Source: an optimization exercise on an open RTL-to-GDS flow (aim: small area and few clock cycles per item). Production flows keep margins and buffers that such runs may drop. Only simulation tests tie the RTL to the original design; equivalence was not proved.

==> run a: inputs <==
## system
module system
  #(parameter WIDTH = 24)
   (input aclk,
    input aresetn,
    input [WIDTH-1:0] s_axis_tdata,
    input s_axis_tvalid,
    output s_axis_tready,
    input s_axis_tlast,
    input [3:0] s_axis_tuser,
    output [2*WIDTH-1:0] m_axis_tdata,
    output m_axis_tvalid,
    input m_axis_tready,
    output m_axis_tlast,
    output [3:0] m_axis_tuser);
==> module system, before the edit <==
module system
  #(parameter WIDTH = 24)
   (input aclk,
    input aresetn,
    input [WIDTH-1:0] s_axis_tdata,
    input s_axis_tvalid,
    output s_axis_tready,
    input s_axis_tlast,
    input [3:0] s_axis_tuser,
    output [2*WIDTH-1:0] m_axis_tdata,
    output m_axis_tvalid,
    input m_axis_tready,
    output m_axis_tlast,
    output [3:0] m_axis_tuser);
    localparam SEED = 7'b1011101;
    localparam [WIDTH-1:0] INV = {{7{1'b1}}, {(WIDTH-7){1'b0}}};
    reg [6:0]       lfsr;      
    reg [WIDTH-1:0] sdata;     
    reg [3:0]       tuser;
    reg             tlast;
    reg             tvalid;
    reg [5:0]       history;   
    wire [WIDTH-1:0] fb;
    scrambler #(.WIDTH(WIDTH)) scrambler_i(.lfsr(lfsr), .fb(fb));
    wire [WIDTH-1:0] smask;
    assign smask[WIDTH-8:0] = sdata[WIDTH-8:0];
    genvar i;
    generate
      for (i = WIDTH-7; i < WIDTH; i = i + 1) begin : gen_mask
        nor2 u_mask(.a(sdata[i]), .b(tlast), .y(smask[i]));
      end
    endgenerate
    assign s_axis_tready = m_axis_tready;
    wire accept = s_axis_tvalid & s_axis_tready;
    always @(posedge aclk)
      if (~aresetn) begin
        lfsr   <= SEED;
        tlast  <= 1'b1;
        tvalid <= 1'b0;
      end
      else begin
        if (accept) begin
          lfsr  <= fb[WIDTH-1:WIDTH-7];
          tlast <= s_axis_tlast;
        end
        tvalid <= accept | (tvalid & ~m_axis_tready);
      end
    always @(posedge aclk)
      if (accept) begin
        sdata   <= s_axis_tdata ^ fb ^ INV;
        tuser   <= s_axis_tuser;
        history <= smask[WIDTH-1:WIDTH-6];
      end
    reg r34, r23;
    always @*
      case (tuser)
        4'b1111, 4'b0111, 4'b1011, 4'b0011: {r34, r23} = 2'b10;
        4'b0001:                                 {r34, r23} = 2'b01;
        default:                                   {r34, r23} = 2'b00;
      endcase
    wire r12 = ~(r34 | r23);
    encoder encoder_i(
        .data(smask),
        .history(history),
        .sh(r12),
        .st(r23),
        .sf(r34),
        .shn(~r12),
        .stn(~r23),
        .coded(m_axis_tdata)
    );
    assign m_axis_tvalid = tvalid;
    assign m_axis_tlast  = tlast;
    assign m_axis_tuser  = tuser;
endmodule
clock: 4.0 ns
lec_check: 0
cap_margin: 20
core_margin: 2
core_utilization: 40
slew_margin: 20
synth_hierarchical: 1
synth_minimum_keep_size: 0
standard.sh (not shown) runs the stock make flow with config.mk's settings and CLKGATE_MAP_FILE= SYNTH_SCRIPT=/design/flow/synth_recipe.tcl, a recipe that flattens the netlist after the stock synthesis.
==> flow/flow/run.sh <==
#!/bin/bash
# The standard layout (the standard.sh, unchanged) with two settings:
# - the port buffers that buffer_ports inserts are the smallest buffer,
#   sky130_fd_sc_hd__buf_1, instead of the cell it picks by default;
# - clock tree synthesis uses sky130_fd_sc_hd__clkbuf_8 and inserts no dummy
#   loads. The tree is otherwise TritonCTS's own (H-tree, balanced).
set -euo pipefail
export BUFFER_PORTS_ARGS="-buffer_cell sky130_fd_sc_hd__buf_1"
export CTS_ARGS="-sink_clustering_enable -repair_clock_nets -dont_use_dummy_load -buf_list sky130_fd_sc_hd__clkbuf_8"
bash standard.sh > standard.log 2>&1
==> run b: changes against run a <==
--- a/flow/design.v
+++ b/flow/design.v
@@ -232,5 +232,5 @@
       end
     endgenerate
-    assign s_axis_tready = m_axis_tready;
+    assign s_axis_tready = ~tvalid | m_axis_tready;
     wire accept = s_axis_tvalid & s_axis_tready;
     always @(posedge aclk)
==> flow/flow/run.sh (replaced) <==
#!/bin/bash
# The standard layout, except that the port buffers buffer_ports inserts are
# the smallest buffer, sky130_fd_sc_hd__buf_1, instead of the cell it picks
# by default. Everything else (synthesis, floorplan, power grid, tap cells,
# CTS, routing) is the standard.sh unchanged.
set -euo pipefail
export BUFFER_PORTS_ARGS="-buffer_cell sky130_fd_sc_hd__buf_1"
bash standard.sh > standard.log 2>&1
==> results.txt <==
Place WS: 0.984 ns
buffer share of cell area: 0.0909
status: timing/DRC/antenna clean
routed vias: 2463
metal3 WL: 589 um
DIE AREA: 8540 um^2
the above is filed under run b

==> results.txt <==
status: timing/DRC/antenna clean
reg2reg start: lfsr[5]$_SDFFE_PN0P_
routed vias: 2439
metal3 WL: 368 um
Place WS: 1.05 ns
CLK BUF: 5
the above is filed under run a

Testbench counts of run a, summed over its fixed seeds: cycles 12,472, items 12,464.
Testbench counts of run b, summed over its fixed seeds: cycles 12,472, items 12,464.

==> what the ideal ports hide <==
The results above use ideal ports. As a check the final layouts listed here were re-extracted and re-timed, cells and wires unchanged.
Step 1 (the two cells are an assumption about what drives the block):
set clk [get_ports {aclk}]
set_driving_cell -lib_cell sky130_fd_sc_hd__clkbuf_16 $clk
set_driving_cell -lib_cell sky130_fd_sc_hd__buf_2 [delete_from_list [all_inputs] $clk]
Step 2 moves the port delays by t, midway between the first and last clock arrival at a register: inputs arrive t later, outputs are due t later. That takes back most of the time a late clock gives input paths.
a / b / c = ideal ports / drivers / drivers and shift; a / b = the first two.
run	t (ns)	slack for setup (ns)	worst setup path at the end
run a	0.316	0.729 / 0.700 / 1.016	register to output
run b	0.326	0.713 / 0.684 / 0.967	register to register
After both steps setup and hold are still met in every run listed.
